From an optimization exercise on the open Yosys and OpenROAD flow, aimed at small area; shortcuts taken in it are not production practice.
Only simulation tests tie the RTL to the original design; equivalence was not proved.
The clock input has no modelled driver; a real chip could not lean on it and would need a root buffer or a full tree.
No activity file was given, so power comes from the tool's default toggle rates.

Setup of green:
==> flow/design.v <==
`timescale 1ns / 1ps
module Digital_clock(input clk, reset, input [1:0] en, output reg [6:0] segments, output reg [3:0] anode);
reg [3:0] p;
reg [1:0] s;
reg [5:0] q;
reg [3:0] su, mu;
reg [2:0] st, mt;
wire ph4 = ~p[3] & ~p[1] & ~p[0];
wire ph9 = p[3] & p[2] & p[0];
wire en50 = ph9 & (~s[1] & s[0]);
wire t0 = en50 & (q[4] & q[3] & ~q[2] & ~q[1] & ~q[0]);
wire t1 = t0 & (su[3] & su[2] & ~su[1]);
wire t2 = t1 & (~st[2] & st[0]);
wire t3 = t2 & (mu[3] & mu[2] & ~mu[1]);
always @(posedge clk, posedge reset) begin
    if (reset) begin
        p <= 4'd14; s <= 2'd1; q <= 6'd0; su <= 4'd0; mu <= 4'd0; st <= 3'd0; mt <= 3'd0;
    end else begin
        p[0] <= (~p[3] & p[0]) | (p[3] & ~p[1] & ~p[0]);
        p[1] <= p[0];
        p[2] <= p[1];
        p[3] <= p[2];
        s[0] <= ph4 ? (s[1]) : s[0];
        s[1] <= ph4 ? (~s[0]) : s[1];
        q[0] <= en50 ? (~q[0]) : q[0];
        q[1] <= q[1] ^ (en50 & ((~q[5] & q[0]) | (~q[4] & q[0])));
        q[2] <= q[2] ^ (en50 & (q[1] & q[0]));
        q[3] <= q[3] ^ (en50 & (q[2] & q[1] & q[0]));
        q[4] <= q[4] ^ (en50 & ((q[5] & q[4] & q[0]) | (q[3] & q[2] & q[1] & q[0])));
        q[5] <= q[5] ^ (en50 & ((q[5] & q[4] & q[0]) | (q[4] & q[3] & q[2] & q[1] & q[0])));
        su[0] <= su[0] ^ (t0 & ((su[3] & ~su[1]) | (su[3] & su[2])));
        su[1] <= t0 ? (~su[0]) : su[1];
        su[2] <= t0 ? (su[1]) : su[2];
        su[3] <= t0 ? (~su[2]) : su[3];
        st[0] <= t1 ? (st[2]) : st[0];
        st[1] <= t1 ? (~st[0]) : st[1];
        st[2] <= t1 ? (st[1]) : st[2];
        mu[0] <= mu[0] ^ (t2 & ((mu[3] & ~mu[1]) | (mu[3] & mu[2])));
        mu[1] <= t2 ? (~mu[0]) : mu[1];
        mu[2] <= t2 ? (mu[1]) : mu[2];
        mu[3] <= t2 ? (~mu[2]) : mu[3];
        mt[0] <= t3 ? (mt[2]) : mt[0];
        mt[1] <= t3 ? (~mt[0]) : mt[1];
        mt[2] <= t3 ? (mt[1]) : mt[2];
    end
end
reg [3:0] d;
always @(*) begin
    case (s)
        2'd1: begin anode = 4'b1110; d = su; end
        2'd0: begin anode = 4'b1101; d = {1'b0, st[2], st[1], st[0]}; end
        2'd2: begin anode = 4'b1011; d = mu; end
        2'd3: begin anode = 4'b0111; d = {1'b0, mt[2], mt[1], mt[0]}; end
        default: begin anode = 4'b1110; d = su; end
    endcase
    segments[0] = ~d[2] & ~d[0];
    segments[1] = (d[3] & ~d[0]) | (~d[3] & d[1]);
    segments[2] = (~d[3] & d[0]) | (d[3] & ~d[2] & ~d[0]) | (~d[2] & d[1] & ~d[0]) | (d[2] & d[0]);
    segments[3] = (~d[3] & d[2] & ~d[1]) | (d[3] & ~d[2] & ~d[0]) | (~d[2] & d[1] & ~d[0]);
    segments[4] = d[2] & ~d[0];
    segments[5] = ~d[2] & ~d[1] & d[0];
    segments[6] = (~d[2] & d[1] & ~d[0]) | (~d[3] & d[2] & ~d[1]);
end
endmodule
clock: 10.0 ns
lec_check: 0
cap_margin: 20
core_area: 3 3 61 61
die_area: 0 0 64 64
place_density: 0.9
slew_margin: 20
standard.sh (not shown) runs the stock make flow with config.mk's settings and CLKGATE_MAP_FILE= SYNTH_SCRIPT=/design/flow/synth_recipe.tcl, a recipe that flattens the netlist after the stock synthesis.
==> flow/flow/run.sh <==
#!/bin/bash
# Own layout flow: the standard ORFS flow (standard.sh) with these changes.
#  1. Technology mapping: synthesis is run once with each area-oriented ABC script
#     flow/abc_*.script in place of ORFS's delay-oriented one (the rest of synthesis
#     is unchanged, so the registers keep the standard synthesis's names and cell
#     types), and the layout is made from the one with the smallest cell area.
#  2. Ports are buffered with sky130_fd_sc_hd__buf_1 (every port still gets a buffer).
#  3. flow/cts_args.txt, if present, gives clock_tree_synthesis's arguments.
#  4. If flow/onebuf.tcl exists, it replaces clock_tree_synthesis: the clock tree is one
#     clock buffer that drives every register (the rest of the CTS step is unchanged).
# Each tool run's output goes to a log file of its own in this folder.
set -euo pipefail
here=$(pwd)
# keep every temporary file (Yosys/ABC make them) inside the work folder
mkdir -p "$here/tmp"
export TMPDIR="$here/tmp"
common=("BUFFER_PORTS_ARGS=-buffer_cell sky130_fd_sc_hd__buf_1")
if [[ -f "$here/flow/cts_args.txt" ]]; then
  common+=("CTS_ARGS=$(tr '\n' ' ' < "$here/flow/cts_args.txt")")
fi
best=""; best_area=""
for f in "$here"/flow/abc_*.script; do
  name=$(basename "$f" .script)
  rm -rf "$here/scripts_$name" "$here/try_$name"
  cp -r "$FLOW_HOME/scripts" "$here/scripts_$name"
  cp "$f" "$here/scripts_$name/abc_speed.script"
  if [[ -f "$here/flow/onebuf.tcl" ]]; then
    sed -i "s|^log_cmd clock_tree_synthesis .*|source $here/flow/onebuf.tcl|" "$here/scripts_$name/cts.tcl"
  fi
  if bash standard.sh "${common[@]}" SCRIPTS_DIR="$here/scripts_$name" WORK_HOME="$here/try_$name" synth \
      > "$here/synth_$name.log" 2>&1; then
    area=$(awk '/Chip area for module/ {print $NF}' "$here/try_$name"/reports/*/Digital_clock/base/synth_stat.txt | tail -1)
    echo "$name $area" >> "$here/synth_areas.log"
    if [[ -n "$area" ]] && { [[ -z "$best" ]] || awk -v a="$area" -v b="$best_area" 'BEGIN{exit !(a < b)}'; }; then
      best=$name; best_area=$area
    fi
  fi
done
echo "chosen $best $best_area" >> "$here/synth_areas.log"
bash standard.sh "${common[@]}" SCRIPTS_DIR="$here/scripts_$best" finish > "$here/layout.log" 2>&1
Other scripts of this flow, unchanged in this note and not shown: flow/flow/abc_A.script, flow/flow/abc_B.script, flow/flow/abc_B5.script, flow/flow/abc_B6.script, flow/flow/abc_B8.script, flow/flow/abc_M.script, flow/flow/abc_N.script, flow/flow/abc_O.script, flow/flow/abc_P.script, flow/flow/abc_Q.script, flow/flow/onebuf.tcl
## Diff of input files: purple against green
--- a/flow/design.v
+++ b/flow/design.v
@@ -4,25 +4,25 @@
 reg [1:0] s;
 reg [5:0] q;
 reg [3:0] su, mu;
 reg [2:0] st, mt;
-wire ph4 = ~p[3] & ~p[1] & ~p[0];
-wire ph9 = p[3] & p[2] & p[0];
-wire en50 = ph9 & (~s[1] & s[0]);
-wire t0 = en50 & (q[4] & q[3] & ~q[2] & ~q[1] & ~q[0]);
+wire ph4 = p[3] & p[1] & p[0];
+wire ph9 = ~p[3] & ~p[2] & ~p[0];
+wire en50 = ph4 & (s[1] & ~s[0]);
+wire t0 = ph9 & (~s[1] & ~s[0]) & (q[4] & q[3] & ~q[2] & ~q[1] & q[0]);
 wire t1 = t0 & (su[3] & su[2] & ~su[1]);
 wire t2 = t1 & (~st[2] & st[0]);
 wire t3 = t2 & (mu[3] & mu[2] & ~mu[1]);
 always @(posedge clk, posedge reset) begin
     if (reset) begin
-        p <= 4'd14; s <= 2'd1; q <= 6'd0; su <= 4'd0; mu <= 4'd0; st <= 3'd0; mt <= 3'd0;
+        p <= 4'd1; s <= 2'd0; q <= 6'd0; su <= 4'd0; mu <= 4'd0; st <= 3'd0; mt <= 3'd0;
     end else begin
-        p[0] <= (~p[3] & p[0]) | (p[3] & ~p[1] & ~p[0]);
+        p[0] <= p[0] ^ ((~p[3] & ~p[0]) | (~p[3] & p[1]));
         p[1] <= p[0];
         p[2] <= p[1];
         p[3] <= p[2];
-        s[0] <= ph4 ? (s[1]) : s[0];
-        s[1] <= ph4 ? (~s[0]) : s[1];
+        s[0] <= ph4 ? (~s[1]) : s[0];
+        s[1] <= ph4 ? (s[0]) : s[1];
         q[0] <= en50 ? (~q[0]) : q[0];
         q[1] <= q[1] ^ (en50 & ((~q[5] & q[0]) | (~q[4] & q[0])));
         q[2] <= q[2] ^ (en50 & (q[1] & q[0]));
         q[3] <= q[3] ^ (en50 & (q[2] & q[1] & q[0]));
@@ -46,12 +46,12 @@
 end
 reg [3:0] d;
 always @(*) begin
     case (s)
-        2'd1: begin anode = 4'b1110; d = su; end
-        2'd0: begin anode = 4'b1101; d = {1'b0, st[2], st[1], st[0]}; end
-        2'd2: begin anode = 4'b1011; d = mu; end
-        2'd3: begin anode = 4'b0111; d = {1'b0, mt[2], mt[1], mt[0]}; end
+        2'd0: begin anode = 4'b1110; d = su; end
+        2'd1: begin anode = 4'b1101; d = {1'b0, st[2], st[1], st[0]}; end
+        2'd3: begin anode = 4'b1011; d = mu; end
+        2'd2: begin anode = 4'b0111; d = {1'b0, mt[2], mt[1], mt[0]}; end
         default: begin anode = 4'b1110; d = su; end
     endcase
     segments[0] = ~d[2] & ~d[0];
     segments[1] = (d[3] & ~d[0]) | (~d[3] & d[1]);
[summary]
[purple] met2 demand-to-capacity share in global routing rose 0.39 points relative to green
The worst setup path startpoint comes out s[0]$_DFFE_PP1P_ in one run and s[0]$_DFFE_PP0P_ in the other, namely in green and purple respectively.
Actual slew at the worst max-slew pin: purple > green
From green to purple the numbers moved as follows: clock power rose by about 2%, cell count now larger, time the final worst path needs with I/O delays and setup down 0.17 ns.
No run of this note takes its clock network from TritonCTS; it comes from the design's own scripts or RTL.

[separate check: timing with driven ports]
The flow's constraints put no driver on any port. The routed layouts listed below were extracted and timed again, unchanged, in two steps. Step 1 sets driving cells, clkbuf_16 on the clock port and buf_2 on the other inputs (assumed; they add their load-dependent delay and slew). Step 2 also shifts input and output timing later by t, the mid clock arrival at the registers, as if the neighbouring blocks saw the same clock. Three values: no drivers, after step 1, after step 2; two values: the first two.
run	shift t [ns]	setup slack, ns	slew at the worst register clock pin (ns)	worst slew at a driven data input, ns	pins driven straight from the clock port
green	0.160	5.948 / 5.917 / 6.077	0.10 / 0.10	0.03	1
purple	0.163	6.122 / 6.090 / 6.253	0.10 / 0.10	0.03	1
After both steps every run listed still meets setup and hold.
